Background: an optimization exercise with open tools, aiming at small area. Do not read the settings as production practice. Only simulation tests tie the RTL to the original design; equivalence was not proved. The clock port is modelled as an ideal driver; clocking choices that lean on that would not hold on a real chip. No activity file was given, so power comes from the tool's default toggle rates.

## run.sh

```bash
#!/bin/bash
# synth_recipe.tcl (not shown) runs the flow's synth.tcl, then flattens the netlist and writes it again
# the make line also repeats each setting of config.mk as NAME=value (left out here)
make -C /OpenROAD-flow-scripts/flow DESIGN_CONFIG=/design/flow/config.mk WORK_HOME=/design/flow/orfs CLKGATE_MAP_FILE= SYNTH_SCRIPT=/design/flow/synth_recipe.tcl finish
```

## config.mk

```make
export PLATFORM = sky130hd
export DESIGN_NAME = systolic_array
export DESIGN_NICKNAME = systolic_array
export VERILOG_FILES = /design/flow/design.v
export SDC_FILE = /design/flow/constraint.sdc
export NUM_CORES = 4
export LEC_CHECK = 0
export CAP_MARGIN = 20
export CORE_MARGIN = 2
export CORE_UTILIZATION = 50
export SLEW_MARGIN = 20
export SYNTH_HIERARCHICAL = 1
export SYNTH_MINIMUM_KEEP_SIZE = 0
```

## constraint.sdc

```tcl
create_clock -name core_clock -period 6.0 [get_ports {clk}]
set_input_delay 1.2000 -clock core_clock [delete_from_list [all_inputs] [get_ports {clk}]]
set_output_delay 1.2000 -clock core_clock [all_outputs]
set_load 0.01 [all_outputs]
```

## design.v

```verilog
module Processing_Element (clk, reset, enn, inA, inB, outA, outB, out);
input [7:0] inA, inB;
input clk, reset, enn;
output reg [7:0] outA, outB;
output reg [15:0] out;
always @(posedge clk) begin
  outA <= inA;
  outB <= inB;
end
wire [7:0] xgn;                           
wire [63:0] p;                            
genvar i, j;
generate for (i = 0; i < 8; i = i + 1) begin : g_i
  OR2 u_g (inA[i], enn, xgn[i]);
  for (j = 0; j < 8; j = j + 1) begin : g_j
    NOR2 u_p (xgn[i], inB[j], p[8*i+j]);
  end
end endgenerate
  wire n1, n2;
  HA u_n1 (out[5], p[5], n1, n2);
  wire n3, n4;
  FA u_n3 (out[6], p[6], p[13], n3, n4);
  wire n5, n6;
  HA u_n5 (p[20], p[27], n5, n6);
  wire n7, n8;
  FA u_n7 (out[7], p[7], p[14], n7, n8);
  wire n9, n10;
  FA u_n9 (p[21], p[28], p[35], n9, n10);
  wire n11, n12;
  HA u_n11 (p[42], p[49], n11, n12);
  wire n13, n14;
  FA u_n13 (out[8], p[15], p[22], n13, n14);
  wire n15, n16;
  FA u_n15 (p[29], p[36], p[43], n15, n16);
  wire n17, n18;
  HA u_n17 (p[50], p[57], n17, n18);
  wire n19, n20;
  FA u_n19 (out[9], p[23], p[30], n19, n20);
  wire n21, n22;
  FA u_n21 (p[37], p[44], p[51], n21, n22);
  wire n23, n24;
  FA u_n23 (out[10], p[31], p[38], n23, n24);
  wire n25, n26;
  HA u_n25 (out[3], p[3], n25, n26);
  wire n27, n28;
  FA u_n27 (out[4], p[4], p[11], n27, n28);
  wire n29, n30;
  HA u_n29 (p[18], p[25], n29, n30);
  wire n31, n32;
  FA u_n31 (p[12], p[19], p[26], n31, n32);
  wire n33, n34;
  FA u_n33 (p[33], p[40], n1, n33, n34);
  wire n35, n36;
  FA u_n35 (p[34], p[41], p[48], n35, n36);
  wire n37, n38;
  FA u_n37 (n2, n5, n3, n37, n38);
  wire n39, n40;
  FA u_n39 (p[56], n6, n11, n39, n40);
  wire n41, n42;
  FA u_n41 (n4, n7, n9, n41, n42);
  wire n43, n44;
  FA u_n43 (n12, n17, n8, n43, n44);
  wire n45, n46;
  FA u_n45 (n10, n13, n15, n45, n46);
  wire n47, n48;
  FA u_n47 (p[58], n18, n14, n47, n48);
  wire n49, n50;
  FA u_n49 (n16, n19, n21, n49, n50);
  wire n51, n52;
  FA u_n51 (p[45], p[52], p[59], n51, n52);
  wire n53, n54;
  FA u_n53 (n20, n22, n23, n53, n54);
  wire n55, n56;
  FA u_n55 (out[11], p[39], p[46], n55, n56);
  wire n57, n58;
  FA u_n57 (p[53], p[60], n24, n57, n58);
  wire n59, n60;
  FA u_n59 (out[12], p[47], p[54], n59, n60);
  wire n61, n62;
  HA u_n61 (out[2], p[2], n61, n62);
  wire n63, n64;
  FA u_n63 (p[10], p[17], p[24], n63, n64);
  wire n65, n66;
  FA u_n65 (p[32], n26, n29, n65, n66);
  wire n67, n68;
  FA u_n67 (n30, n28, n31, n67, n68);
  wire n69, n70;
  FA u_n69 (n32, n35, n34, n69, n70);
  wire n71, n72;
  FA u_n71 (n36, n39, n38, n71, n72);
  wire n73, n74;
  FA u_n73 (n40, n43, n42, n73, n74);
  wire n75, n76;
  FA u_n75 (n44, n47, n46, n75, n76);
  wire n77, n78;
  FA u_n77 (n51, n48, n50, n77, n78);
  wire n79, n80;
  FA u_n79 (n52, n55, n54, n79, n80);
  wire n81, n82;
  FA u_n81 (p[61], n56, n59, n81, n82);
  wire n83, n84;
  FA u_n83 (out[13], p[55], p[62], n83, n84);
  wire n85, n86;
  HA u_n85 (out[1], p[1], n85, n86);
  wire n87, n88;
  FA u_n87 (p[9], p[16], n61, n87, n88);
  wire n89, n90;
  FA u_n89 (n62, n25, n63, n89, n90);
  wire n91, n92;
  FA u_n91 (n64, n27, n65, n91, n92);
  wire n93, n94;
  FA u_n93 (n66, n33, n67, n93, n94);
  wire n95, n96;
  FA u_n95 (n68, n37, n69, n95, n96);
  wire n97, n98;
  FA u_n97 (n41, n70, n71, n97, n98);
  wire n99, n100;
  FA u_n99 (n45, n72, n73, n99, n100);
  wire n101, n102;
  FA u_n101 (n49, n74, n75, n101, n102);
  wire n103, n104;
  FA u_n103 (n53, n76, n77, n103, n104);
  wire n105, n106;
  FA u_n105 (n57, n78, n79, n105, n106);
  wire n107, n108;
  FA u_n107 (n58, n81, n80, n107, n108);
  wire n109, n110;
  FA u_n109 (n60, n83, n82, n109, n110);
  wire n111, n112;
  FA u_n111 (out[14], p[63], n84, n111, n112);
  wire n113, n114;
  HA u_n113 (out[0], p[0], n113, n114);
  wire n115, n116;
  FA u_n115 (p[8], n114, n85, n115, n116);
  wire n117, n118;
  FA u_n117 (n86, n116, n87, n117, n118);
  wire n119, n120;
  FA u_n119 (n88, n89, n118, n119, n120);
  wire n121, n122;
  FA u_n121 (n90, n91, n120, n121, n122);
  wire n123, n124;
  FA u_n123 (n92, n93, n122, n123, n124);
  wire n125, n126;
  FA u_n125 (n94, n95, n124, n125, n126);
  wire n127, n128;
  HA u_n127 (n96, n97, n127, n128);
  wire n129;
  XNOR2 u_n129 (n127, n126, n129);
  wire n130;
  AOI21 u_n130 (n127, n126, n128, n130);
  wire n131;
  XNOR2 u_n131 (n98, n99, n131);
  wire n132;
  NAND2 u_n132 (n98, n99, n132);
  wire n133;
  XNOR2 u_n133 (n131, n130, n133);
  wire n134;
  OAI21 u_n134 (n131, n130, n132, n134);
  wire n135, n136;
  HA u_n135 (n100, n101, n135, n136);
  wire n137;
  XNOR2 u_n137 (n135, n134, n137);
  wire n138;
  AOI21 u_n138 (n135, n134, n136, n138);
  wire n139;
  XNOR2 u_n139 (n102, n103, n139);
  wire n140;
  NAND2 u_n140 (n102, n103, n140);
  wire n141;
  XNOR2 u_n141 (n139, n138, n141);
  wire n142;
  OAI21 u_n142 (n139, n138, n140, n142);
  wire n143, n144;
  HA u_n143 (n104, n105, n143, n144);
  wire n145;
  XNOR2 u_n145 (n143, n142, n145);
  wire n146;
  AOI21 u_n146 (n143, n142, n144, n146);
  wire n147;
  XNOR2 u_n147 (n106, n107, n147);
  wire n148;
  NAND2 u_n148 (n106, n107, n148);
  wire n149;
  XNOR2 u_n149 (n147, n146, n149);
  wire n150;
  OAI21 u_n150 (n147, n146, n148, n150);
  wire n151, n152;
  HA u_n151 (n108, n109, n151, n152);
  wire n153;
  XNOR2 u_n153 (n151, n150, n153);
  wire n154;
  AOI21 u_n154 (n151, n150, n152, n154);
  wire n155;
  XNOR2 u_n155 (n110, n111, n155);
  wire n156;
  NAND2 u_n156 (n110, n111, n156);
  wire n157;
  XNOR2 u_n157 (n155, n154, n157);
  wire n158;
  OAI21 u_n158 (n155, n154, n156, n158);
  wire n159;
  XOR2 u_n159 (out[15], n112, n159);
  wire n160;
  XNOR2 u_n160 (n159, n158, n160);
wire [15:0] d;
  RSTG u_d0 (reset, n113, d[0]);
  RSTG u_d1 (reset, n115, d[1]);
  RSTG u_d2 (reset, n117, d[2]);
  RSTG u_d3 (reset, n119, d[3]);
  RSTG u_d4 (reset, n121, d[4]);
  RSTG u_d5 (reset, n123, d[5]);
  RSTG u_d6 (reset, n125, d[6]);
  NOR2 u_d7 (n129, reset, d[7]);
  NOR2 u_d8 (n133, reset, d[8]);
  NOR2 u_d9 (n137, reset, d[9]);
  NOR2 u_d10 (n141, reset, d[10]);
  NOR2 u_d11 (n145, reset, d[11]);
  NOR2 u_d12 (n149, reset, d[12]);
  NOR2 u_d13 (n153, reset, d[13]);
  NOR2 u_d14 (n157, reset, d[14]);
  NOR2 u_d15 (n160, reset, d[15]);
always @(posedge clk) out <= d;
endmodule
module FA (a, b, c, s, co);
input a, b, c;
output s, co;
assign s = a ^ b ^ c;
assign co = (a & b) | (c & (a ^ b));
endmodule
module HA (a, b, s, co);
input a, b;
output s, co;
assign s = a ^ b;
assign co = a & b;
endmodule
module NOR2 (a, b, y);
input a, b;
output y;
assign y = ~(a | b);
endmodule
module OR2 (a, b, y);
input a, b;
output y;
assign y = a | b;
endmodule
module NAND2 (a, b, y);
input a, b;
output y;
assign y = ~(a & b);
endmodule
module XOR2 (a, b, y);
input a, b;
output y;
assign y = a ^ b;
endmodule
module XNOR2 (a, b, y);
input a, b;
output y;
assign y = ~(a ^ b);
endmodule
module RSTG (r, a, y);
input r, a;
output y;
assign y = ~r & a;
endmodule
module AOI21 (a1, a2, b1, y);
input a1, a2, b1;
output y;
assign y = ~((a1 & a2) | b1);
endmodule
module OAI21 (a1, a2, b1, y);
input a1, a2, b1;
output y;
assign y = ~((a1 | a2) & b1);
endmodule
module systolic_array # (parameter N = 8) (clk, reset, inA, inB, out);
input [N*8-1:0] inA, inB;
input clk, reset;
output [(N**2)*16-1:0] out;
wire [N*8-1:0] stageA [N:0];
wire [N*8-1:0] stageB [N:0];
assign stageA[0] = ~inA;
assign stageB[0] = ~inB;
reg [N-1:1] v;
always @(posedge clk) begin
  if (reset) v <= 0;
  else v <= {v[N-2:1], 1'b1};
end
wire [N-1:0] validn = ~{v, 1'b1};
genvar i, j;
generate
  for (i = 0; i < N; i = i + 1) begin : row
    for (j = 0; j < N; j = j + 1) begin : col
      Processing_Element PE1 (clk, reset, validn[(i > j) ? i : j],
        stageA[j][i*8+7:i*8], stageB[i][j*8+7:j*8],
        stageA[j+1][i*8+7:i*8], stageB[i+1][j*8+7:j*8],
        out[16*(N*i+j)+15 : 16*(N*i+j)]);
    end
  end
endgenerate
endmodule
```

==> results.sh, run 1 <==
export IMPL_regArea_um2=38600
export IMPL_crit_path_max_fanout=16
export IMPL_first_pass_grt_wire_length_um=730000
export IMPL_grt_met2_usage_pct=46.9
export IMPL_timing_fmax_ghz=0.174
export IMPL_placement_io_buffers=1153
export IMPL_num_nets_final=19900
export IMPL_synth_avg_cell_area_um2=11.6
export IMPL_relSlewSlack_pct=30.7
export IMPL_timing_worst_slew_pin_value_ns=1.04
export IMPL_grt_busiest_layer="met2"
export IMPL_first_global_vias=119000
export IMPL_floorplan_core_area_um2=315000
export IMPL_cp_top_family="adder cells"
export IMPL_critical_path_buf_inv_count=2
export IMPL_final_core_utilization_pct=59.2
export IMPL_grt_ovfl_total=0
export IMPL_dieWidth_um=566
export IMPL_critical_path_required_ns=6.78
export IMPL_cp_common_cell="fa_1"
export IMPL_initial_cell_density_of_the_core_pct=50.2
export IMPL_worst_setup_path_type="register to register"
export IMPL_maxCapViolCount=0
export IMPL_worst_hold_path_type="register to register"
export IMPL_multiInputGateArea_um2=119000
export IMPL_critPathCaptureType="register"
export IMPL_period_needed_ns=5.75
export IMPL_synthCells=13700
export IMPL_post_cts_hold_buffer_count=0
export IMPL_fp_dieH_um=566
export IMPL_switching_share_pct=30.3
export IMPL_post_route_cells_drive_above_1_share_pct=9.62
export IMPL_globalRouteMet1Util_pct=38.0
export IMPL_setup_violations=0
export IMPL_post_place_cells=19400
export IMPL_critical_path_cell_chain="inv_1 -> buf_4 -> or2_1 -> nor2_1 -> ha_1 -> fa_1 -> fa_1 -> fa_1 -> fa_1 -> fa_1 -> fa_1 -> a21oi_2 -> o21ai_1 -> a21oi_2 -> o21ai_1 -> a21oi_2 -> o21ai_1 -> a21oi_2 -> o21ai_1 -> xnor2_1 -> nor2_1"
export IMPL_routed_wl_um=467000
export IMPL_clock_tree_buffer_depth=4
export IMPL_report_power_total_uw=39400
export IMPL_run_status="finished clean"
export IMPL_combPwrFrac_pct=22.7
export IMPL_route_detailed_drc=0
export IMPL_n_fill_cell=26100
export IMPL_drt_pass1_iter_count=5
export IMPL_vdd_ir_drop_worst_mv=0.248
export IMPL_h_tree_depth=4
export IMPL_insertion_delay_ns=0.94
export IMPL_hold_viol=0
export IMPL_route_vias_total=105000
export IMPL_largest_net_degree_at_the_start_of_global_routing=105
export IMPL_dp_hpwl_um=388000
export IMPL_detail_route_iter0_violations=6236
export IMPL_clock_power_share_pct=39.1
export IMPL_grt_antenna_before_repair=17
export IMPL_finClkSkew_ns=0.0420
export IMPL_layoutNonFillerInstCount=19800
export IMPL_clock_sinks=1927
export IMPL_fin_area_um2=186000
export IMPL_switchingPower_uw=11900
export IMPL_min_period_over_period_pct=95.9
export IMPL_gr_usage_all_layers_pct=29.8
export IMPL_pre_cts_slack_ns=-0.495
export IMPL_crit_path_start_kind="register"
export IMPL_cts_root_buffer_cell="clkbuf_16"
export IMPL_timing_max_transition_violations_final=0
export IMPL_post_synth_instance_area_um2=158000
export IMPL_groute_layer_met3_usage_pct=8.32
export IMPL_cts_clock_pin_slew_for_the_worst_setup_and_hold_paths_ns=0.07
export IMPL_worst_path_largest_cell_delay_ns=0.46
export IMPL_dpl_instance_area_um2=178000
export IMPL_boundaryPins=1154
export IMPL_drtAntennaViolNets=0
export IMPL_clock_tree_from_tritoncts="built"
export IMPL_power_sequential_fraction_pct=38.2
export IMPL_syn2layout_area_growth_pct=17.9
export IMPL_intPower_uw=27500
export IMPL_die_area_um2=320000
export IMPL_fp_row_count=206
export IMPL_critPathArrivalTime_ns=6.53
export IMPL_final_setup_worst_slack_ns=0.246
export IMPL_synth_warnings=8
export IMPL_timing_critical_path_slowest_stage_cell="fa_1"
export IMPL_wire_per_inst_um=23.6
export IMPL_via_count_normalized_by_instance_count=5.31
export IMPL_leakage_uw=0.0915
export IMPL_replace_congestion=0.942
export IMPL_numCtsBuffers=235
export IMPL_power_density_nw_per_um2=212
[stage by stage]
| step | hold WS [ns] | TNS, ns |
|---|---|---|
| 6_report | 0.334 | 0 |
| 5_1_grt | 0.353 | -0.0000377 |
| 3_3_place_gp | 0.333 | -7.07 |
| 3_5_place_dp | 0.329 | -8.97 |
| 2_1_floorplan | 0.324 | 0 |
| 4_1_cts | 0.345 | 0 |
[flip-flops by register name, summed over array words and instances, names as in the netlist]
signal            count
row.col.PE1.out    1024
v                     7
row.col.PE1.outA    448
row.col.PE1.outB    448
[final timing paths]
kind	slack [ns]	from	endpoint	cells past startpoint
min	0.33	row[1].col[2].PE1.outA[7]	row[1].col[3].PE1.outA[7]	0
max	0.25	v[1]	row[0].col[1].PE1.out[15]	21
max reg2reg	0.25	v[1]	row[0].col[1].PE1.out[15]	21
min reg2reg	0.33	row[1].col[2].PE1.outA[7]	row[1].col[3].PE1.outA[7]	0
[power by group through the flow]
stage	Sequential [uW]	Combinational, uW	Clock [uW]
after floorplan	14900	5370	0
after global placement	15300	8770	0
after detailed placement	15300	8870	0
after CTS	15100	8990	15800
after global routing	15200	9880	16300
final	15100	8930	15400
[layer usage]
layer | wire [um] | vias to the layer above
li1 | - | 46200
met1 | 186000 | 54700
met2 | 215000 | 3364
met3 | 38100 | 746
met4 | 27700 | 4
met5 | 21 | -
[worst reg2reg max path, cell delays in order (launching register included)]
cell     delay (ns)
dfxtp_1        0.33
inv_1          0.44
buf_4          0.29
or2_1          0.34
nor2_1         0.08
ha_1           0.30
fa_1           0.46
fa_1           0.39
fa_1           0.41
fa_1           0.42
fa_1           0.40
fa_1           0.41
a21oi_2        0.16
o21ai_1        0.12
a21oi_2        0.16
o21ai_1        0.12
a21oi_2        0.16
o21ai_1        0.12
a21oi_2        0.17
o21ai_1        0.10
xnor2_1        0.18
nor2_1         0.06
[cell type report]
class                           count  area share (%)
Antenna cell                        4         0.00538
Clock buffer                      308            3.61
Clock inverter                    121           0.874
Inverter                          136           0.278
Multi-Input combinational cell  11600            63.9
Sequential cell                  1927            20.7
Tap cell                         4160            2.80
Timing Repair Buffer             1534            7.85
[what timing repair did]
action	4_1_cts	5_1_grt
resized for setup	0	9
setup endpoints to repair	0	19
setup buffers	0	1
[cell usage in the layout (no fill, tap or decap), drive strengths merged]
master,count
inv,142
ha,832
a21oi,256
diode,4
conb,8
bufinv,34
clkinvlp,27
xor2,64
clkinv,54
o21ai,256
clkdlybuf4s50,1152
dfxtp,1927
buf,382
or2,512
nand2,256
xnor2,832
nor2b,454
clkbuf,308
nor2,4672
fa,3456
==> inputs of run 2 (changes only) <==
==> flow/run.sh (new file) <==
#!/bin/bash
set -euo pipefail
bash standard.sh \
  "BUFFER_PORTS_ARGS=-buffer_cell sky130_fd_sc_hd__buf_1" \
  RECOVER_POWER=100 \
  "CTS_ARGS=-sink_clustering_enable -repair_clock_nets -dont_use_dummy_load" \
  finish > make_finish.log 2>&1
==> standard.sh (new file) <==
#!/bin/bash
# synth_recipe.tcl (not shown) runs the flow's synth.tcl, then flattens the netlist and writes it again
# the make line also repeats each setting of config.mk as NAME=value (left out here)
make -C /OpenROAD-flow-scripts/flow DESIGN_CONFIG=/design/flow/config.mk WORK_HOME=/design/flow/orfs CLKGATE_MAP_FILE= SYNTH_SCRIPT=/design/flow/synth_recipe.tcl "${@:-finish}"
removed: run.sh
==> run 2 against run 1 <==
Now fails the layout checks on capacitance limit, slew limit. Sequential share of layout area up 1.5 points. Synthesized cell count unchanged. Sequential cell count unchanged. Core utilization down 3.9 points. Critical endpoint is now row[3].col[1].PE1.out[15]. Highest routed layer unchanged.
==> results.sh, run 2 <==
export IMPL_run_status="finished with violations"
export IMPL_so_violations="capacitance limit, slew limit"
export IMPL_post_place_cells=19200
export IMPL_timing_worst_slew_pin_value_ns=3.02
export IMPL_fin_area_um2=174000
export IMPL_finClkSkew_ns=0.126
export IMPL_dp_hpwl_um=371000
export IMPL_grt_antenna_before_repair=12
export IMPL_synthCells=13700
export IMPL_placement_io_buffers=1153
export IMPL_drt_pass1_iter_count=6
export IMPL_total_of_cells_resized_after_clock_tree_synthesis=0
export IMPL_timing_setup_tns_ns=0
export IMPL_clock_tree_buffer_depth=4
export IMPL_hold_path_cell_count=0
export IMPL_registers_top_by_ff_count="row.col.PE1.out"
export IMPL_largest_registers="row.col.PE1.out: 1024 flops, row.col.PE1.outA: 448 flops, row.col.PE1.outB: 448 flops"
export IMPL_routed_wl_um=448000
export IMPL_critPathArrivalTime_ns=6.54
export IMPL_layout_cells_most_common_list="nor2_1 (4672), fa_1 (3456), dfxtp_1 (1927), ha_1 (832), xnor2_1 (832)"
export IMPL_cp_top_family="adder cells"
export IMPL_n_fill_cell=27800
export IMPL_route_detailed_drc=0
export IMPL_fp_dieH_um=566
export IMPL_worst_hold_path_type="register to register"
export IMPL_cts_clock_pin_slew_for_the_worst_setup_and_hold_paths_ns=0.06
export IMPL_path_depth=21
export IMPL_first_global_vias=113000
export IMPL_vdd_ir_drop_worst_mv=0.308
export IMPL_num_nets_final=19700
export IMPL_gr_usage_all_layers_pct=28.6
export IMPL_post_synth_instance_area_um2=158000
export IMPL_timing_critical_path_slowest_stage_cell="fa_1"
export IMPL_dpl_instance_area_um2=170000
export IMPL_drtAntennaViolNets=0
export IMPL_crit_path_max_fanout=24
export IMPL_fp_row_count=206
export IMPL_synth_avg_cell_area_um2=11.6
export IMPL_h_tree_depth=4
export IMPL_largest_reg_flops=1024
export IMPL_critical_path_buf_inv_count=2
export IMPL_hold_viol=0
export IMPL_rr_worst_depth=21
export IMPL_min_period_over_period_pct=95.6
export IMPL_first_pass_grt_wire_length_um=699000
export IMPL_insertion_delay_ns=0.99
export IMPL_final_common_cell="nor2_1"
export IMPL_grt_setup_unrepaired="no"
export IMPL_timing_max_transition_violations_final=358
export IMPL_synth_warnings=8
export IMPL_post_route_cells_drive_above_1_share_pct=6.66
export IMPL_detail_route_iter0_violations=6235
export IMPL_clock_tree_from_tritoncts="built"
export IMPL_boundaryPins=1154
export IMPL_via_count_normalized_by_instance_count=5.30
export IMPL_relSlewSlack_pct=-101
export IMPL_layoutNonFillerInstCount=19500
export IMPL_die_area_um2=320000
export IMPL_worst_setup_path_type="register to register"
export IMPL_finalHoldWorstSlack_ns=0.282
export IMPL_leakage_uw=0.0864
export IMPL_worst_path_largest_cell_delay_ns=0.47
export IMPL_replace_congestion=0.955
export IMPL_route_vias_total=103000
export IMPL_initial_cell_density_of_the_core_pct=50.2
export IMPL_critical_path_required_ns=6.81
export IMPL_critical_path_cell_chain="inv_2 -> buf_12 -> or2_0 -> nor2_1 -> ha_1 -> fa_1 -> fa_1 -> fa_1 -> fa_1 -> fa_1 -> fa_1 -> a21oi_2 -> o21ai_1 -> a21oi_2 -> o21ai_1 -> a21oi_2 -> o21ai_1 -> a21oi_2 -> o21ai_1 -> xnor2_1 -> nor2_1"
export IMPL_wire_per_inst_um=23.0
export IMPL_clock_sinks=1927
export IMPL_post_cts_setup_repair_buffer_count=0
export IMPL_period_needed_ns=5.73
export IMPL_syn2layout_area_growth_pct=10.0
export IMPL_grt_ovfl_total=0
export IMPL_largest_net_degree_at_the_start_of_global_routing=104
export IMPL_critPathCaptureType="register"
export IMPL_timing_fmax_ghz=0.174
export IMPL_post_cts_hold_buffer_count=0
export IMPL_numCtsBuffers=231
export IMPL_dieWidth_um=566
export IMPL_cp_common_cell="fa_1"
export IMPL_floorplan_core_area_um2=315000
export IMPL_cts_root_buffer_cell="clkbuf_16"
export IMPL_setup_violations=0
export IMPL_crit_path_start_kind="register"
export IMPL_maxCapViolCount=9
export IMPL_power_density_nw_per_um2=200
## run 2: through the flow
step | utilization (%) | setup WS [ns] | total power (uW)
after floorplan | - | 0.209 | 20300
after global placement | 53.9 | -0.0881 | 23200
after detailed placement | 53.9 | -0.0969 | 23300
after CTS | 55.7 | 0.0717 | 35500
after global routing | 55.2 | 0.0241 | 36600
final | 55.2 | 0.267 | 34800
## run 2: cell type report
class | instances | area [um2] | share of cell area [%]
multi-input combinational | 11600 | 118000 | 67.7
tap | 4160 | 5200 | 3.00
antenna | 15 | 37.5 | 0.0216
sequential | 1927 | 38600 | 22.2
timing repair buffer | 1387 | 6030 | 3.47
clock buffer | 231 | 5780 | 3.33
inverter | 136 | 515 | 0.297
## run 2: power by group
group          switching (uW)  internal [uW]  total, uW
combinational            4380           3370       7750
sequential               1310          13700      15000
clock                    5370           6660      12000
## run 2: final timing paths
path                             startpoint                        end  slack (ns)
setup / recovery                       v[3]  row[3].col[1].PE1.out[15]        0.27
hold / removal    row[5].col[0].PE1.outA[5]  row[5].col[1].PE1.outA[5]        0.28
setup reg to reg                       v[3]  row[3].col[1].PE1.out[15]        0.27
hold reg to reg   row[5].col[0].PE1.outA[5]  row[5].col[1].PE1.outA[5]        0.28
## run 2: routing by layer
| layer | share of wire, % | GRT usage, % |
|---|---|---|
| met1 | 40 | 37.6 |
| met3 | 8.1 | 7.53 |
| met5 | 0.0029 | 0 |
| met2 | 45 | 44.2 |
| met4 | 6.2 | 14.0 |
==> inputs of run 3 (changes only) <==
--- a/design.v
+++ b/design.v
@@ -1,5 +1,5 @@
-module Processing_Element (clk, reset, enn, inA, inB, outA, outB, out);
+module Processing_Element (clk, reset, rn, enn, inA, inB, outA, outB, out);
 input [7:0] inA, inB;
-input clk, reset, enn;
+input clk, reset, rn, enn;    
 output reg [7:0] outA, outB;
 output reg [15:0] out;
@@ -204,11 +204,11 @@
   XNOR2 u_n160 (n159, n158, n160);
 wire [15:0] d;
-  RSTG u_d0 (reset, n113, d[0]);
-  RSTG u_d1 (reset, n115, d[1]);
-  RSTG u_d2 (reset, n117, d[2]);
-  RSTG u_d3 (reset, n119, d[3]);
-  RSTG u_d4 (reset, n121, d[4]);
-  RSTG u_d5 (reset, n123, d[5]);
-  RSTG u_d6 (reset, n125, d[6]);
+  AND2 u_d0 (n113, rn, d[0]);
+  AND2 u_d1 (n115, rn, d[1]);
+  AND2 u_d2 (n117, rn, d[2]);
+  AND2 u_d3 (n119, rn, d[3]);
+  AND2 u_d4 (n121, rn, d[4]);
+  AND2 u_d5 (n123, rn, d[5]);
+  AND2 u_d6 (n125, rn, d[6]);
   NOR2 u_d7 (n129, reset, d[7]);
   NOR2 u_d8 (n133, reset, d[8]);
@@ -259,8 +259,8 @@
 assign y = ~(a ^ b);
 endmodule
-module RSTG (r, a, y);
-input r, a;
+module AND2 (a, b, y);
+input a, b;
 output y;
-assign y = ~r & a;
+assign y = a & b;
 endmodule
 module AOI21 (a1, a2, b1, y);
@@ -288,9 +288,10 @@
 end
 wire [N-1:0] validn = ~{v, 1'b1};
+wire resetn = ~reset;
 genvar i, j;
 generate
   for (i = 0; i < N; i = i + 1) begin : row
     for (j = 0; j < N; j = j + 1) begin : col
-      Processing_Element PE1 (clk, reset, validn[(i > j) ? i : j],
+      Processing_Element PE1 (clk, reset, resetn, validn[(i > j) ? i : j],
         stageA[j][i*8+7:i*8], stageB[i][j*8+7:j*8],
         stageA[j+1][i*8+7:i*8], stageB[i+1][j*8+7:j*8],
==> flow/run.sh (replaced) <==
#!/bin/bash
set -euo pipefail
bash standard.sh \
  "BUFFER_PORTS_ARGS=-buffer_cell sky130_fd_sc_hd__buf_1" \
  "CTS_ARGS=-sink_clustering_enable -repair_clock_nets -dont_use_dummy_load" \
  "POST_CTS_TCL=$PWD/flow/post_cts.tcl" \
  finish > make_finish.log 2>&1
==> flow/post_cts.tcl (new file) <==
# Downsize gates on paths with slack to spare, then repair slew and
# capacitance and legalize again.
estimate_parasitics -placement
repair_timing -recover_power 100 -slack_margin 0.2 -verbose
repair_design -cap_margin 20 -slew_margin 20 -verbose
detailed_placement
check_placement -verbose
==> run 3 against run 2 <==
Now clean on timing, DRC and antenna. Fmax up 0.30%. First-iteration DRC count shrank 6.4%. Synthesized cell count stayed put. Final cell count down 0.39%. Die area decreased by 2.1%. Final area shrank 1.5%. Clock skew shrank 0.030 ns. Core utilization is 0.31 points higher. Sequential cell count did not move. Sequential share of layout area rose by 0.33 points. Combinational power is 4.3% lower. Global-route usage is 0.17 points higher. Critical endpoint is now row[1].col[5].PE1.out[15]. Largest cell class unchanged.
==> results.sh, run 3 <==
export IMPL_clock_tree_from_tritoncts="built"
export IMPL_route_detailed_drc=0
export IMPL_post_place_cells=19100
export IMPL_drtAntennaViolNets=0
export IMPL_post_route_cells_drive_above_1_share_pct=3.90
export IMPL_fin_area_um2=171000
export IMPL_registers_top_by_ff_count="row.col.PE1.out"
export IMPL_first_global_vias=113000
export IMPL_syn2layout_area_growth_pct=10.8
export IMPL_insertion_delay_ns=0.92
export IMPL_fp_row_count=204
export IMPL_critical_path_required_ns=6.77
export IMPL_replace_congestion=0.933
export IMPL_timing_fmax_ghz=0.175
export IMPL_post_synth_instance_area_um2=155000
export IMPL_finClkSkew_ns=0.0960
export IMPL_vdd_ir_drop_worst_mv=0.260
export IMPL_critPathCaptureType="register"
export IMPL_largest_net_degree_at_the_start_of_global_routing=114
export IMPL_layoutNonFillerInstCount=19400
export IMPL_first_pass_grt_wire_length_um=689000
export IMPL_die_area_um2=314000
export IMPL_timing_critical_path_slowest_stage_cell="fa_1"
export IMPL_critical_path_cell_chain="clkinv_2 -> buf_12 -> or2_4 -> nor2_1 -> ha_1 -> fa_1 -> fa_1 -> fa_1 -> fa_1 -> fa_1 -> fa_1 -> a21oi_1 -> o21ai_0 -> a21oi_2 -> o21ai_0 -> a21oi_2 -> o21ai_1 -> a21oi_2 -> o21ai_1 -> xnor2_1 -> nor2_1"
export IMPL_largest_reg_flops=1024
export IMPL_run_status="finished clean"
export IMPL_n_fill_cell=27300
export IMPL_power_density_nw_per_um2=200
export IMPL_worst_setup_path_type="register to register"
export IMPL_grt_antenna_before_repair=15
export IMPL_maxCapViolCount=0
export IMPL_timing_max_transition_violations_final=0
export IMPL_dpl_instance_area_um2=166000
export IMPL_crit_path_start_kind="register"
export IMPL_via_count_normalized_by_instance_count=5.29
export IMPL_placement_io_buffers=1153
export IMPL_setup_violations=0
export IMPL_leakage_uw=0.0864
export IMPL_final_core_utilization_pct=55.5
export IMPL_synth_avg_cell_area_um2=11.3
export IMPL_synth_warnings=8
export IMPL_layout_cells_most_common_list="nor2_1 (4672), fa_1 (3456), dfxtp_1 (1927), ha_1 (832), xnor2_1 (832)"
export IMPL_boundaryPins=1154
export IMPL_timing_worst_slew_pin_value_ns=0.966
export IMPL_crit_path_max_fanout=64
export IMPL_finalHoldWorstSlack_ns=0.284
export IMPL_num_nets_final=19700
export IMPL_clock_sinks=1927
export IMPL_grt_setup_unrepaired="yes"
export IMPL_hold_viol=0
export IMPL_gr_usage_all_layers_pct=28.8
export IMPL_worst_hold_path_type="register to register"
export IMPL_fp_dieH_um=560
export IMPL_dp_hpwl_um=363000
export IMPL_timing_setup_tns_ns=0
export IMPL_drt_pass1_iter_count=8
export IMPL_detail_route_iter0_violations=5838
export IMPL_cp_common_cell="fa_1"
export IMPL_relSlewSlack_pct=35.6
export IMPL_worst_path_largest_cell_delay_ns=0.46
export IMPL_grt_ovfl_total=0
export IMPL_floorplan_core_area_um2=308000
export IMPL_largest_registers="row.col.PE1.out: 1024 flops, row.col.PE1.outA: 448 flops, row.col.PE1.outB: 448 flops"
export IMPL_final_common_cell="nor2_1"
export IMPL_dieWidth_um=560
export IMPL_initial_cell_density_of_the_core_pct=50.1
export IMPL_synthCells=13700
export IMPL_min_period_over_period_pct=95.3
export IMPL_route_vias_total=102000
export IMPL_routed_wl_um=441000
export IMPL_critPathArrivalTime_ns=6.49
export IMPL_wire_per_inst_um=22.8
export IMPL_period_needed_ns=5.72
export IMPL_cts_clock_pin_slew_for_the_worst_setup_and_hold_paths_ns=0.06
[run 3: changes by cell type in the layout (fill, tap and decap cells not counted), sizes merged]
cell      change
nor2b       -448
buf          -23
clkinvlp      +2
clkbuf        -8
clkinv        -1
diode         -5
and2        +448
inv           -1
[run 3: stage by stage]
stage,setup WS [ns],total power (uW)
3_5_place_dp,-0.0564,22700
3_3_place_gp,0.0267,22700
6_report,0.284,34300
2_1_floorplan,0.209,20000
5_1_grt,-0.00868,36200
[run 3: worst paths after layout]
path / from / end / slack [ns] / cells after the start
worst max-delay path: v[5] / row[1].col[5].PE1.out[15] / 0.28 / 21
worst min-delay path: row[2].col[5].PE1.outA[3] / row[2].col[6].PE1.outA[3] / 0.28 / 0
worst max register to register: v[5] / row[1].col[5].PE1.out[15] / 0.28 / 21
worst min register to register: row[2].col[5].PE1.outA[3] / row[2].col[6].PE1.outA[3] / 0.28 / 0
[run 3: power by group]
part	leakage, uW	internal [uW]	switching [uW]
sequential	0.0159	13700	1290
clock	0.00282	6610	5280
combinational	0.0676	3180	4240
[run 3: cell type report]
cell class              count  area [um2]  area share, %
multi-input cells       11600      115000           67.4
well taps                4120        5150           3.01
clock buffers             229        5730           3.35
diodes                     10        25.0         0.0146
repair buffers           1358        5830           3.41
inverters                 136         524          0.306
flip-flops and latches   1927       38600           22.5
[run 3: per-layer routing]
layer  vias up  routed length, um  track usage (%)
met1     53000             180000             37.7
li1      45700                  -                -
met5         -                 12                0
met2      3130             197000             44.0
met3       665              40000             8.88
met4         2              24000             13.0
[run 3: worst max-delay path, delay by kind of cell, from the launching register on]
family / cells / cell delay (ns)
adder cells (fa/ha/maj): 7 / 2.74
AO/OA/AOI/OAI: 8 / 1.47
buffers and inverters: 2 / 0.25
flip-flops: 1 / 0.34
XOR/XNOR: 1 / 0.17
AND/OR/NAND/NOR: 3 / 0.55
==> inputs of run 4 (changes only) <==
--- a/design.v
+++ b/design.v
@@ -1,5 +1,5 @@
-module Processing_Element (clk, reset, rn, enn, inA, inB, outA, outB, out);
+module Processing_Element (clk, g, gn, inA, inB, outA, outB, out);
 input [7:0] inA, inB;
-input clk, reset, rn, enn;    
+input clk, g, gn;
 output reg [7:0] outA, outB;
 output reg [15:0] out;
@@ -8,11 +8,9 @@
   outB <= inB;
 end
-wire [7:0] xgn;                           
 wire [63:0] p;                            
 genvar i, j;
 generate for (i = 0; i < 8; i = i + 1) begin : g_i
-  OR2 u_g (inA[i], enn, xgn[i]);
   for (j = 0; j < 8; j = j + 1) begin : g_j
-    NOR2 u_p (xgn[i], inB[j], p[8*i+j]);
+    NOR2 u_p (inA[i], inB[j], p[8*i+j]);
   end
 end endgenerate
@@ -144,19 +142,13 @@
   FA u_n125 (n94, n95, n124, n125, n126);
   wire n127, n128;
-  HA u_n127 (n96, n97, n127, n128);
-  wire n129;
-  XNOR2 u_n129 (n127, n126, n129);
-  wire n130;
-  AOI21 u_n130 (n127, n126, n128, n130);
-  wire n131;
-  XNOR2 u_n131 (n98, n99, n131);
-  wire n132;
-  NAND2 u_n132 (n98, n99, n132);
-  wire n133;
-  XNOR2 u_n133 (n131, n130, n133);
-  wire n134;
-  OAI21 u_n134 (n131, n130, n132, n134);
+  FA u_n127 (n96, n97, n126, n127, n128);
+  wire n129, n130;
+  FA u_n129 (n98, n99, n128, n129, n130);
+  wire n131, n132;
+  FA u_n131 (n100, n101, n130, n131, n132);
+  wire n133, n134;
+  FA u_n133 (n102, n103, n132, n133, n134);
   wire n135, n136;
-  HA u_n135 (n100, n101, n135, n136);
+  HA u_n135 (n104, n105, n135, n136);
   wire n137;
   XNOR2 u_n137 (n135, n134, n137);
@@ -164,7 +156,7 @@
   AOI21 u_n138 (n135, n134, n136, n138);
   wire n139;
-  XNOR2 u_n139 (n102, n103, n139);
+  XNOR2 u_n139 (n106, n107, n139);
   wire n140;
-  NAND2 u_n140 (n102, n103, n140);
+  NAND2 u_n140 (n106, n107, n140);
   wire n141;
   XNOR2 u_n141 (n139, n138, n141);
@@ -172,5 +164,5 @@
   OAI21 u_n142 (n139, n138, n140, n142);
   wire n143, n144;
-  HA u_n143 (n104, n105, n143, n144);
+  HA u_n143 (n108, n109, n143, n144);
   wire n145;
   XNOR2 u_n145 (n143, n142, n145);
@@ -178,46 +170,32 @@
   AOI21 u_n146 (n143, n142, n144, n146);
   wire n147;
-  XNOR2 u_n147 (n106, n107, n147);
+  XNOR2 u_n147 (n110, n111, n147);
   wire n148;
-  NAND2 u_n148 (n106, n107, n148);
+  NAND2 u_n148 (n110, n111, n148);
   wire n149;
   XNOR2 u_n149 (n147, n146, n149);
   wire n150;
   OAI21 u_n150 (n147, n146, n148, n150);
-  wire n151, n152;
-  HA u_n151 (n108, n109, n151, n152);
-  wire n153;
-  XNOR2 u_n153 (n151, n150, n153);
-  wire n154;
-  AOI21 u_n154 (n151, n150, n152, n154);
-  wire n155;
-  XNOR2 u_n155 (n110, n111, n155);
-  wire n156;
-  NAND2 u_n156 (n110, n111, n156);
-  wire n157;
-  XNOR2 u_n157 (n155, n154, n157);
-  wire n158;
-  OAI21 u_n158 (n155, n154, n156, n158);
-  wire n159;
-  XOR2 u_n159 (out[15], n112, n159);
-  wire n160;
-  XNOR2 u_n160 (n159, n158, n160);
+  wire n151;
+  XOR2 u_n151 (out[15], n112, n151);
+  wire n152;
+  XNOR2 u_n152 (n151, n150, n152);
 wire [15:0] d;
-  AND2 u_d0 (n113, rn, d[0]);
-  AND2 u_d1 (n115, rn, d[1]);
-  AND2 u_d2 (n117, rn, d[2]);
-  AND2 u_d3 (n119, rn, d[3]);
-  AND2 u_d4 (n121, rn, d[4]);
-  AND2 u_d5 (n123, rn, d[5]);
-  AND2 u_d6 (n125, rn, d[6]);
-  NOR2 u_d7 (n129, reset, d[7]);
-  NOR2 u_d8 (n133, reset, d[8]);
-  NOR2 u_d9 (n137, reset, d[9]);
-  NOR2 u_d10 (n141, reset, d[10]);
-  NOR2 u_d11 (n145, reset, d[11]);
-  NOR2 u_d12 (n149, reset, d[12]);
-  NOR2 u_d13 (n153, reset, d[13]);
-  NOR2 u_d14 (n157, reset, d[14]);
-  NOR2 u_d15 (n160, reset, d[15]);
+  AND2 u_d0 (n113, g, d[0]);
+  AND2 u_d1 (n115, g, d[1]);
+  AND2 u_d2 (n117, g, d[2]);
+  AND2 u_d3 (n119, g, d[3]);
+  AND2 u_d4 (n121, g, d[4]);
+  AND2 u_d5 (n123, g, d[5]);
+  AND2 u_d6 (n125, g, d[6]);
+  AND2 u_d7 (n127, g, d[7]);
+  AND2 u_d8 (n129, g, d[8]);
+  AND2 u_d9 (n131, g, d[9]);
+  AND2 u_d10 (n133, g, d[10]);
+  NOR2 u_d11 (n137, gn, d[11]);
+  NOR2 u_d12 (n141, gn, d[12]);
+  NOR2 u_d13 (n145, gn, d[13]);
+  NOR2 u_d14 (n149, gn, d[14]);
+  NOR2 u_d15 (n152, gn, d[15]);
 always @(posedge clk) out <= d;
 endmodule
@@ -238,9 +216,4 @@
 output y;
 assign y = ~(a | b);
-endmodule
-module OR2 (a, b, y);
-input a, b;
-output y;
-assign y = a | b;
 endmodule
 module NAND2 (a, b, y);
@@ -287,11 +260,11 @@
   else v <= {v[N-2:1], 1'b1};
 end
-wire [N-1:0] validn = ~{v, 1'b1};
-wire resetn = ~reset;
+wire [N-1:0] g = {v, 1'b1} & {N{~reset}};
+wire [N-1:0] gn = ~g;
 genvar i, j;
 generate
   for (i = 0; i < N; i = i + 1) begin : row
     for (j = 0; j < N; j = j + 1) begin : col
-      Processing_Element PE1 (clk, reset, resetn, validn[(i > j) ? i : j],
+      Processing_Element PE1 (clk, g[(i > j) ? i : j], gn[(i > j) ? i : j],
         stageA[j][i*8+7:i*8], stageB[i][j*8+7:j*8],
         stageA[j+1][i*8+7:i*8], stageB[i+1][j*8+7:j*8],
==> flow/run.sh (replaced) <==
#!/bin/bash
set -euo pipefail
bash standard.sh \
  "BUFFER_PORTS_ARGS=-buffer_cell sky130_fd_sc_hd__buf_1" \
  "CTS_ARGS=-sink_clustering_enable -repair_clock_nets -dont_use_dummy_load -buf_list {sky130_fd_sc_hd__clkbuf_4 sky130_fd_sc_hd__clkbuf_8}" \
  "POST_CTS_TCL=$PWD/flow/post_cts.tcl" \
  finish > make_finish.log 2>&1
--- a/config.mk
+++ b/config.mk
@@ -8,5 +8,5 @@
 export CAP_MARGIN = 20
 export CORE_MARGIN = 2
-export CORE_UTILIZATION = 50
+export CORE_UTILIZATION = 60
 export SLEW_MARGIN = 20
 export SYNTH_HIERARCHICAL = 1
==> run 4 against run 3 <==
Combinational power grew to 3.3 times the previous value. Synthesized cell count is 8.4% lower. Routed wire length is 1.6% higher. Clock power is 12% lower. Worst hold slack better by 0.041 ns.
==> results.sh, run 4 <==
export IMPL_route_vias_total=102000
export IMPL_finClkSkew_ns=0.0880
export IMPL_power_density_nw_per_um2=292
export IMPL_crit_path_max_fanout=5
export IMPL_regArea_um2=38800
export IMPL_placement_io_buffers=1153
export IMPL_power_sequential_fraction_pct=29.5
export IMPL_fp_dieH_um=504
export IMPL_run_status="finished clean"
export IMPL_maxCapViolCount=0
export IMPL_met3_wirelength_um=44200
export IMPL_dieWidth_um=504
export IMPL_gr_usage_all_layers_pct=36.5
export IMPL_synthCells=12500
export IMPL_period_needed_ns=5.87
export IMPL_min_period_over_period_pct=97.9
export IMPL_drtAntennaViolNets=0
export IMPL_switchingPower_uw=19000
export IMPL_worst_setup_path_endpoint="row[0].col[2].PE1.out[15]"
export IMPL_route_detailed_drc=0
export IMPL_relSlewSlack_pct=33.2
export IMPL_wire_per_inst_um=24.5
export IMPL_finalHoldWorstSlack_ns=0.325
export IMPL_insertion_delay_ns=0.98
export IMPL_clock_power_share_pct=21.1
export IMPL_replace_congestion=0.973
export IMPL_clock_sinks=1927
export IMPL_die_area_um2=254000
export IMPL_post_route_cells_drive_above_1_share_pct=9.22
export IMPL_drt_pass1_iter_count=6
export IMPL_timing_worst_slew_pin_value_ns=1.00
export IMPL_rr_endpoint="row[4].col[7].PE1.out[15]"
export IMPL_leakage_uw=0.0776
export IMPL_largest_registers="row.col.PE1.out: 1024 flops, row.col.PE1.outA: 448 flops, row.col.PE1.outB: 448 flops"
export IMPL_switching_share_pct=38.2
export IMPL_fp_row_count=183
export IMPL_n_fill_cell=19400
export IMPL_final_common_cell="nor2_1"
export IMPL_multiInputGateArea_um2=111000
export IMPL_critPathArrivalTime_ns=6.71
export IMPL_worst_setup_path_type="input pin to register"
export IMPL_largest_reg_flops=1024
export IMPL_first_pass_grt_wire_length_um=702000
export IMPL_intPower_uw=30600
export IMPL_top_layer="met5"
export IMPL_cts_clock_pin_slew_for_the_worst_setup_and_hold_paths_ns=0.07
export IMPL_timing_fmax_ghz=0.170
export IMPL_rrSetupSlack_ns=0.16
export IMPL_worst_hold_path_type="register to register"
export IMPL_via_count_normalized_by_instance_count=5.58
export IMPL_rr_worst_depth=19
export IMPL_vdd_ir_drop_worst_mv=0.382
export IMPL_syn2layout_area_growth_pct=13.2
export IMPL_route_layer_met1_wl_um=168000
export IMPL_timing_setup_tns_ns=0
export IMPL_synth_warnings=8
export IMPL_timing_max_transition_violations_final=0
export IMPL_routed_wl_um=448000
export IMPL_r2r_start="row[4].col[6].PE1.outA[0]"
export IMPL_clock_tree_from_tritoncts="built"
export IMPL_layout_cells_most_common_list="nor2_1 (4414), fa_1 (3624), dfxtp_1 (1757), buf_1 (772), clkbuf_1 (729)"
export IMPL_first_global_vias=117000
export IMPL_initial_cell_density_of_the_core_pct=60.3
export IMPL_boundaryPins=1154
export IMPL_combPwrFrac_pct=49.4
export IMPL_largest_net_degree_at_the_start_of_global_routing=93
export IMPL_num_nets_final=19500
export IMPL_floorplan_core_area_um2=249000
export IMPL_hold_viol=0
export IMPL_crit_path_start_kind="input pin"
export IMPL_met2RoutedLength_um=205000
export IMPL_detail_route_iter0_violations=6203
export IMPL_grt_antenna_before_repair=21
export IMPL_post_synth_instance_area_um2=150000
export IMPL_registers_top_by_ff_count="row.col.PE1.out"
export IMPL_setup_violations=0
export IMPL_crit_path_start="inB[17]"
export IMPL_synth_avg_cell_area_um2=12.0
export IMPL_critPathCaptureType="register"
export IMPL_dp_hpwl_um=375000
export IMPL_grt_ovfl_total=0
export IMPL_critical_path_required_ns=6.84
[run 4: cell types whose count changed in the layout (fill, tap and decap cells not counted), sizes merged, moves of 27 or more]
cell	previous run	this run
a21oi	256	128
and2	448	704
buf	918	1220
clkbuf	669	1223
fa	3456	3712
ha	832	704
inv	133	106
nand2	256	128
nor2	4672	4416
o21ai	256	128
or2	512	0
xnor2	832	448
[run 4: final cells by class]
type | count | area share [%]
well taps | 3330 | 2.45
clock buffers | 358 | 2.90
repair buffers | 2085 | 5.88
diodes | 9 | 0.0133
inverters | 129 | 0.327
multi-input cells | 10500 | 65.6
flip-flops and latches | 1927 | 22.9
[run 4: through the flow]
stage	instance area [um2]	util [%]	instances	power [uW]	setup slack, ns
final	170000	68.3	18300	49600	0.128
after global routing	170000	68.3	18300	54000	-0.0166
after detailed placement	166000	66.7	17900	39200	-0.597
after global placement	166000	66.7	17900	38400	-0.545
after floorplan	151000	-	12500	32500	-0.125
[run 4: how the worst min path moves through the flow]
stage	startpoint	endpoint	slack, ns	cells after the start
2_1_floorplan	row[0].col[0].PE1.outA[1]	row[0].col[1].PE1.outA[1]	0.42	0
3_3_place_gp	row[2].col[3].PE1.outA[3]	row[2].col[4].PE1.outA[3]	0.38	0
3_5_place_dp	row[2].col[3].PE1.outA[3]	row[2].col[4].PE1.outA[3]	0.40	0
5_1_grt	row[4].col[7].PE1.outB[2]	row[5].col[7].PE1.outB[2]	0.32	0
6_report	row[4].col[7].PE1.outB[2]	row[5].col[7].PE1.outB[2]	0.33	0
[run 4: metal layers]
layer	vias up	GRT usage, %
li1	43500	-
met2	4171	56.0
met5	-	0
met1	53400	46.1
met4	12	20.5
met3	1035	11.8
[run 4: power by group through the flow]
| stage | clock network (uW) | logic (uW) | registers (uW) |
|---|---|---|---|
| global placement | 0 | 23600 | 14900 |
| detailed placement | 0 | 24300 | 14900 |
| global route | 11300 | 28000 | 14700 |
| floorplan | 0 | 17700 | 14800 |
| finish | 10500 | 24500 | 14600 |
[run 4: worst max-delay path, cell delays in order]
cell and delay [ns]:
clkbuf_2 0.13, clkbuf_2 0.14, clkinvlp_4 0.14, buf_4 0.17, nor2_1 0.19, fa_1 0.46, fa_1 0.40, fa_1 0.39
fa_1 0.39, fa_2 0.35, fa_1 0.40, fa_1 0.41, fa_2 0.35, fa_1 0.39, fa_1 0.44, a21oi_2 0.18
o21ai_2 0.09, a21oi_2 0.17, o21ai_1 0.11, xnor2_1 0.15, nor2_1 0.05
==> inputs of run 5 (changes only) <==
--- a/design.v
+++ b/design.v
@@ -146,39 +146,49 @@
   FA u_n129 (n98, n99, n128, n129, n130);
   wire n131, n132;
-  FA u_n131 (n100, n101, n130, n131, n132);
-  wire n133, n134;
-  FA u_n133 (n102, n103, n132, n133, n134);
-  wire n135, n136;
-  HA u_n135 (n104, n105, n135, n136);
+  HA u_n131 (n100, n101, n131, n132);
+  wire n133;
+  XNOR2 u_n133 (n131, n130, n133);
+  wire n134;
+  AOI21 u_n134 (n131, n130, n132, n134);
+  wire n135;
+  XNOR2 u_n135 (n102, n103, n135);
+  wire n136;
+  NAND2 u_n136 (n102, n103, n136);
   wire n137;
   XNOR2 u_n137 (n135, n134, n137);
   wire n138;
-  AOI21 u_n138 (n135, n134, n136, n138);
-  wire n139;
-  XNOR2 u_n139 (n106, n107, n139);
-  wire n140;
-  NAND2 u_n140 (n106, n107, n140);
+  OAI21 u_n138 (n135, n134, n136, n138);
+  wire n139, n140;
+  HA u_n139 (n104, n105, n139, n140);
   wire n141;
   XNOR2 u_n141 (n139, n138, n141);
   wire n142;
-  OAI21 u_n142 (n139, n138, n140, n142);
-  wire n143, n144;
-  HA u_n143 (n108, n109, n143, n144);
+  AOI21 u_n142 (n139, n138, n140, n142);
+  wire n143;
+  XNOR2 u_n143 (n106, n107, n143);
+  wire n144;
+  NAND2 u_n144 (n106, n107, n144);
   wire n145;
   XNOR2 u_n145 (n143, n142, n145);
   wire n146;
-  AOI21 u_n146 (n143, n142, n144, n146);
-  wire n147;
-  XNOR2 u_n147 (n110, n111, n147);
-  wire n148;
-  NAND2 u_n148 (n110, n111, n148);
+  OAI21 u_n146 (n143, n142, n144, n146);
+  wire n147, n148;
+  HA u_n147 (n108, n109, n147, n148);
   wire n149;
   XNOR2 u_n149 (n147, n146, n149);
   wire n150;
-  OAI21 u_n150 (n147, n146, n148, n150);
+  AOI21 u_n150 (n147, n146, n148, n150);
   wire n151;
-  XOR2 u_n151 (out[15], n112, n151);
+  XNOR2 u_n151 (n110, n111, n151);
   wire n152;
-  XNOR2 u_n152 (n151, n150, n152);
+  NAND2 u_n152 (n110, n111, n152);
+  wire n153;
+  XNOR2 u_n153 (n151, n150, n153);
+  wire n154;
+  OAI21 u_n154 (n151, n150, n152, n154);
+  wire n155;
+  XOR2 u_n155 (out[15], n112, n155);
+  wire n156;
+  XNOR2 u_n156 (n155, n154, n156);
 wire [15:0] d;
   AND2 u_d0 (n113, g, d[0]);
@@ -191,11 +201,11 @@
   AND2 u_d7 (n127, g, d[7]);
   AND2 u_d8 (n129, g, d[8]);
-  AND2 u_d9 (n131, g, d[9]);
-  AND2 u_d10 (n133, g, d[10]);
-  NOR2 u_d11 (n137, gn, d[11]);
-  NOR2 u_d12 (n141, gn, d[12]);
-  NOR2 u_d13 (n145, gn, d[13]);
-  NOR2 u_d14 (n149, gn, d[14]);
-  NOR2 u_d15 (n152, gn, d[15]);
+  NOR2 u_d9 (n133, gn, d[9]);
+  NOR2 u_d10 (n137, gn, d[10]);
+  NOR2 u_d11 (n141, gn, d[11]);
+  NOR2 u_d12 (n145, gn, d[12]);
+  NOR2 u_d13 (n149, gn, d[13]);
+  NOR2 u_d14 (n153, gn, d[14]);
+  NOR2 u_d15 (n156, gn, d[15]);
 always @(posedge clk) out <= d;
 endmodule
==> flow/run.sh (replaced) <==
#!/bin/bash
set -euo pipefail
bash standard.sh \
  "BUFFER_PORTS_ARGS=-buffer_cell sky130_fd_sc_hd__buf_1" \
  "CTS_ARGS=-sink_clustering_enable -repair_clock_nets -dont_use_dummy_load" \
  "POST_CTS_TCL=$PWD/flow/post_cts.tcl" \
  finish > make_finish.log 2>&1
==> run 5 against run 4 <==
Clock skew shrank 0.026 ns. Combinational power grew 5%. Worst setup slack gained 0.055 ns. Clock power grew 9%. Final area shrank 1.4%.
==> results.sh, run 5 <==
export IMPL_run_status="finished clean"
export IMPL_largest_registers="row.col.PE1.out: 1024 flops, row.col.PE1.outA: 448 flops, row.col.PE1.outB: 448 flops"
export IMPL_initial_cell_density_of_the_core_pct=60.1
export IMPL_grt_antenna_before_repair=10
export IMPL_crit_path_max_fanout=8
export IMPL_synth_warnings=8
export IMPL_insertion_delay_ns=0.88
export IMPL_relSlewSlack_pct=29.4
export IMPL_critical_path_required_ns=6.76
export IMPL_layout_cells_most_common_list="nor2_1 (4543), fa_1 (3584), dfxtp_1 (1859), buf_1 (769), ha_1 (768)"
export IMPL_switchingPower_uw=19700
export IMPL_clock_power_share_pct=21.9
export IMPL_crit_path_start="row[0].col[2].PE1.outB[2]"
export IMPL_dp_hpwl_um=352000
export IMPL_setup_violations=0
export IMPL_n_fill_cell=19800
export IMPL_fin_area_um2=167000
export IMPL_worst_hold_path_type="register to register"
export IMPL_vdd_ir_drop_worst_mv=0.433
export IMPL_drt_pass1_iter_count=6
export IMPL_leakage_uw=0.0760
export IMPL_post_place_cells=17800
export IMPL_maxCapViolCount=0
export IMPL_grt_ovfl_total=0
export IMPL_gr_usage_all_layers_pct=34.6
export IMPL_clock_sinks=1927
export IMPL_syn2layout_area_growth_pct=11.0
export IMPL_timing_fmax_ghz=0.172
export IMPL_registers_top_by_ff_count="row.col.PE1.out"
export IMPL_synthCells=12800
export IMPL_placement_io_buffers=1153
export IMPL_floorplan_core_area_um2=251000
export IMPL_min_period_over_period_pct=97.0
export IMPL_period_needed_ns=5.82
export IMPL_drtAntennaViolNets=0
export IMPL_dpl_instance_area_um2=163000
export IMPL_detail_route_iter0_violations=6011
export IMPL_die_area_um2=255000
export IMPL_power_sequential_fraction_pct=28.5
export IMPL_first_pass_grt_wire_length_um=674000
export IMPL_worst_setup_path_type="register to register"
export IMPL_post_route_cells_drive_above_1_share_pct=4.55
export IMPL_routed_wl_um=426000
export IMPL_cts_clock_pin_slew_for_the_worst_setup_and_hold_paths_ns=0.06
export IMPL_wire_per_inst_um=23.6
export IMPL_post_synth_instance_area_um2=151000
export IMPL_critPathCaptureType="register"
export IMPL_grt_setup_unrepaired="no"
export IMPL_hold_viol=0
export IMPL_first_global_vias=115000
export IMPL_num_nets_final=19200
export IMPL_synth_avg_cell_area_um2=11.8
export IMPL_route_vias_total=101000
export IMPL_layoutNonFillerInstCount=18000
export IMPL_dieWidth_um=505
export IMPL_intPower_uw=32400
export IMPL_combPwrFrac_pct=49.6
export IMPL_pre_cts_slack_ns=-0.439
export IMPL_largest_net_degree_at_the_start_of_global_routing=72
export IMPL_final_common_cell="nor2_1"
export IMPL_clock_tree_from_tritoncts="built"
export IMPL_fp_dieH_um=505
export IMPL_via_count_normalized_by_instance_count=5.58
export IMPL_final_core_utilization_pct=66.8
export IMPL_fp_row_count=184
export IMPL_route_detailed_drc=0
export IMPL_power_density_nw_per_um2=311
export IMPL_min_from="row[1].col[0].PE1.outA[0]"
export IMPL_timing_worst_slew_pin_value_ns=1.06
export IMPL_crit_path_start_kind="register"
export IMPL_finClkSkew_ns=0.0620
export IMPL_timing_max_transition_violations_final=0
export IMPL_largest_reg_flops=1024
export IMPL_final_setup_worst_slack_ns=0.182
export IMPL_critPathArrivalTime_ns=6.58
export IMPL_r2r_start="row[0].col[2].PE1.outB[2]"
export IMPL_replace_congestion=0.971
export IMPL_boundaryPins=1154
export IMPL_switching_share_pct=37.8
[run 5: worst max-delay path, cell delays in order, from the launching register on]
cell and delay [ns]:
dfxtp_1 0.35, clkbuf_2 0.22, nor2_1 0.09, fa_1 0.57
fa_1 0.45, fa_1 0.43, fa_1 0.41, fa_1 0.43
fa_1 0.40, fa_1 0.43, fa_1 0.43, a21oi_1 0.24
o21ai_0 0.19, a21oi_1 0.28, o21ai_0 0.22, a21oi_2 0.22
o21ai_1 0.11, xnor2_1 0.18, nor2_1 0.05
[run 5: area by class of cell]
type	instances	area, um2	share of cell area [%]
tap	3348	4190	2.50
antenna	2	5.00	0.00299
timing repair buffer	1624	7040	4.21
inverter	129	504	0.301
sequential	1927	38700	23.1
multi-input combinational	10800	111000	66.6
clock buffer	220	5510	3.29
[run 5: worst paths after layout]
path | end | slack (ns) | cells after the start
setup / recovery | row[1].col[2].PE1.out[15] | 0.18 | 18
hold / removal | row[1].col[1].PE1.outA[0] | 0.41 | 0
setup reg to reg | row[1].col[2].PE1.out[15] | 0.18 | 18
hold reg to reg | row[1].col[1].PE1.outA[0] | 0.41 | 0
[run 5: per-layer routing]
metal  GRT usage, %  part of all wire, %  vias up  wire length [um]
met5              0               0.0028        -                12
met4           21.3                  7.6        2             32600
met3           10.2                  8.7      910             36900
met2           53.7                   46     3602            196000
met1           43.0                   38    52700            160000
li1               -                    -    43400                 -
[run 5: power groups by stage]
| stage | clock network [uW] | registers (uW) | logic, uW |
|---|---|---|---|
| floorplan | 0 | 14800 | 20100 |
| global placement | 0 | 15100 | 25600 |
| detailed placement | 0 | 15100 | 26300 |
| global route | 12200 | 14900 | 29300 |
| finish | 11400 | 14900 | 25800 |
[run 5: stage by stage]
step / power (uW) / TNS (ns) / hold slack (ns)
6_report: 52100 / 0 / 0.410
5_1_grt: 56400 / 0 / 0.409
3_5_place_dp: 41400 / -9.15 / 0.404
3_3_place_gp: 40700 / -4.85 / 0.411
2_1_floorplan: 34900 / -0.0187 / 0.422
==> inputs of run 6 (changes only) <==
==> flow/run.sh (replaced) <==
#!/bin/bash
set -euo pipefail
bash standard.sh \
  "BUFFER_PORTS_ARGS=-buffer_cell sky130_fd_sc_hd__buf_1" \
  "CTS_ARGS=-sink_clustering_enable -repair_clock_nets -dont_use_dummy_load -sink_clustering_size 24 -sink_clustering_max_diameter 60" \
  "POST_CTS_TCL=$PWD/flow/post_cts.tcl" \
  finish > make_finish.log 2>&1
==> run 6 against run 5 <==
Count of clock-buffer cells in the layout shrank 21. Still clean on timing, DRC and antenna. Synthesized cell count unchanged. Global-route usage shrank 0.082 points. Final cell count barely moved. Worst setup slack better by 0.0092 ns. Sequential cell count is the same.
==> results.sh, run 6 <==
export IMPL_worst_path_largest_cell_delay_ns=0.57
export IMPL_clock_sinks=1927
export IMPL_dieWidth_um=505
export IMPL_die_area_um2=255000
export IMPL_timing_max_transition_violations_final=0
export IMPL_min_period_over_period_pct=96.8
export IMPL_clock_tree_from_tritoncts="built"
export IMPL_rr_worst_depth=18
export IMPL_wire_per_inst_um=23.6
export IMPL_syn2layout_area_growth_pct=10.7
export IMPL_relSlewSlack_pct=31.3
export IMPL_fin_area_um2=167000
export IMPL_finalHoldWorstSlack_ns=0.375
export IMPL_replace_congestion=0.971
export IMPL_drt_pass1_iter_count=8
export IMPL_timing_critical_path_slowest_stage_cell="fa_1"
export IMPL_maxCapViolCount=0
export IMPL_worst_setup_path_type="register to register"
export IMPL_largest_registers="row.col.PE1.out: 1024 flops, row.col.PE1.outA: 448 flops, row.col.PE1.outB: 448 flops"
export IMPL_layout_cells_most_common_list="nor2_1 (4543), fa_1 (3584), dfxtp_1 (1858), ha_1 (768), buf_1 (768)"
export IMPL_rrSetupSlack_ns=0.19
export IMPL_cp_common_cell="fa_1"
export IMPL_synth_warnings=8
export IMPL_synthCells=12800
export IMPL_fp_dieH_um=505
export IMPL_largest_net_degree_at_the_start_of_global_routing=72
export IMPL_fp_row_count=184
export IMPL_first_global_vias=115000
export IMPL_hold_viol=0
export IMPL_crit_path_max_fanout=8
export IMPL_first_pass_grt_wire_length_um=673000
export IMPL_worst_hold_path_type="register to register"
export IMPL_r2r_start="row[0].col[2].PE1.outB[2]"
export IMPL_crit_path_start_kind="register"
export IMPL_dpl_instance_area_um2=163000
export IMPL_largest_reg_flops=1024
export IMPL_path_depth=18
export IMPL_registers_top_by_ff_count="row.col.PE1.out"
export IMPL_initial_cell_density_of_the_core_pct=60.1
export IMPL_cts_clock_pin_slew_for_the_worst_setup_and_hold_paths_ns=0.07
export IMPL_placement_io_buffers=1153
export IMPL_post_synth_instance_area_um2=151000
export IMPL_setup_violations=0
export IMPL_rr_endpoint="row[1].col[2].PE1.out[15]"
export IMPL_dp_hpwl_um=352000
export IMPL_power_density_nw_per_um2=308
export IMPL_gr_usage_all_layers_pct=34.6
export IMPL_route_detailed_drc=0
export IMPL_floorplan_core_area_um2=251000
export IMPL_period_needed_ns=5.81
export IMPL_drtAntennaViolNets=0
export IMPL_critPathArrivalTime_ns=6.55
export IMPL_critPathCaptureType="register"
export IMPL_timing_worst_slew_pin_value_ns=1.03
export IMPL_run_status="finished clean"
export IMPL_vdd_ir_drop_worst_mv=0.461
export IMPL_crit_path_start="row[0].col[2].PE1.outB[2]"
export IMPL_detail_route_iter0_violations=6169
export IMPL_insertion_delay_ns=0.90
export IMPL_worst_setup_path_endpoint="row[1].col[2].PE1.out[15]"
export IMPL_leakage_uw=0.0757
export IMPL_num_nets_final=19100
export IMPL_grt_ovfl_total=0
export IMPL_critical_path_buf_inv_count=1
export IMPL_critical_path_cell_chain="clkbuf_2 -> nor2_1 -> fa_1 -> fa_1 -> fa_1 -> fa_1 -> fa_1 -> fa_1 -> fa_1 -> fa_1 -> a21oi_1 -> o21ai_0 -> a21oi_1 -> o21ai_1 -> a21oi_2 -> o21ai_0 -> xnor2_1 -> nor2_1"
export IMPL_post_route_cells_drive_above_1_share_pct=4.42
export IMPL_boundaryPins=1154
export IMPL_via_count_normalized_by_instance_count=5.58
export IMPL_timing_fmax_ghz=0.172
export IMPL_report_power_total_uw=51400
export IMPL_route_vias_total=100000
export IMPL_cp_top_family="adder cells"
export IMPL_synth_avg_cell_area_um2=11.8
export IMPL_final_common_cell="nor2_1"
export IMPL_grt_setup_unrepaired="yes"
export IMPL_routed_wl_um=425000
export IMPL_critical_path_required_ns=6.74
export IMPL_finClkSkew_ns=0.0599
export IMPL_grt_antenna_before_repair=10
## run 6: metal layers
metal | up-vias | GRT usage [%] | wire, um
met5 | - | 0 | 12
li1 | 43400 | - | -
met3 | 921 | 9.93 | 37100
met1 | 52500 | 42.9 | 159000
met4 | 2 | 21.4 | 32700
met2 | 3574 | 53.7 | 196000
## run 6: area by class of cell
class / count / area (um2)
inverters: 129 / 504
clock buffers: 199 / 4980
diodes: 5 / 12.5
repair buffers: 1625 / 7040
well taps: 3348 / 4190
flip-flops and latches: 1927 / 38700
fillers: 19800 / 83800
multi-input cells: 10800 / 111000
## run 6: worst min path at each step
stage | startpoint | endpoint | cells after the start
detailed placement | row[2].col[3].PE1.outB[2] | row[3].col[3].PE1.outB[2] | 0
floorplan | row[0].col[0].PE1.outA[0] | row[0].col[1].PE1.outA[0] | 0
global route | row[2].col[3].PE1.outB[2] | row[3].col[3].PE1.outB[2] | 0
global placement | row[2].col[3].PE1.outB[2] | row[3].col[3].PE1.outB[2] | 0
finish | row[2].col[3].PE1.outB[2] | row[3].col[3].PE1.outB[2] | 0
## run 6: worst register-to-register path, cell delays in order, from the launching register on
cell and delay, ns:
dfxtp_1 0.36, clkbuf_2 0.22, nor2_1 0.09, fa_1 0.57
fa_1 0.45, fa_1 0.43, fa_1 0.41, fa_1 0.42
fa_1 0.41, fa_1 0.43, fa_1 0.44, a21oi_1 0.25
o21ai_0 0.20, a21oi_1 0.30, o21ai_1 0.17, a21oi_2 0.19
o21ai_0 0.13, xnor2_1 0.19, nor2_1 0.05
## run 6: stage by stage
stage | worst slack [ns] | util, % | instances | TNS (ns)
floorplan | -0.0187 | - | 12800 | -0.0187
global placement | -0.345 | 65.0 | 17800 | -4.85
detailed placement | -0.439 | 65.0 | 17800 | -9.15
global route | -0.0517 | 66.6 | 18000 | -0.0517
finish | 0.192 | 66.6 | 18000 | 0
## run 6: power breakdown
group	total (uW)	leakage, uW	switching (uW)	internal (uW)
Combinational	25800	0.0574	13300	12500
Clock	10800	0.00245	4990	5780
Sequential	14800	0.0159	1300	13500
Total	51400	0.0757	19600	31800

==> separate check: timing with driven ports <==
The results above use ideal ports. As a check the final layouts listed here were re-extracted and re-timed, cells and wires unchanged.
Step 1 assumes that a clkbuf_16 drives the clock port and a buf_2 every other input.
Step 2 times the ports against the registers' clock, not the clock port: input delays grow and output delays shrink by t, the midpoint of the rising clock arrivals with the driver on.
Three values: ideal, step 1, step 2; two values: the first two.
run	t (ns)	setup WS [ns]	slew at the worst register clock pin (ns)	pins driven straight from the clock port
run 1	1.027	0.246 / 0.246 / -0.603	0.07 / 0.07	1
run 2	1.045	0.267 / 0.267 / -0.462	0.07 / 0.07	1
run 3	0.981	0.284 / 0.284 / -0.283	0.07 / 0.07	1
run 4	1.043	0.128 / 0.159 / -0.850	0.07 / 0.07	1
run 5	0.957	0.182 / 0.182 / -0.680	0.06 / 0.06	1
run 6	0.970	0.192 / 0.192 / -0.675	0.09 / 0.09	1
The setup slack of run 4, which loses most, moves by +0.031 ns with the drivers and by -0.978 ns with both steps.
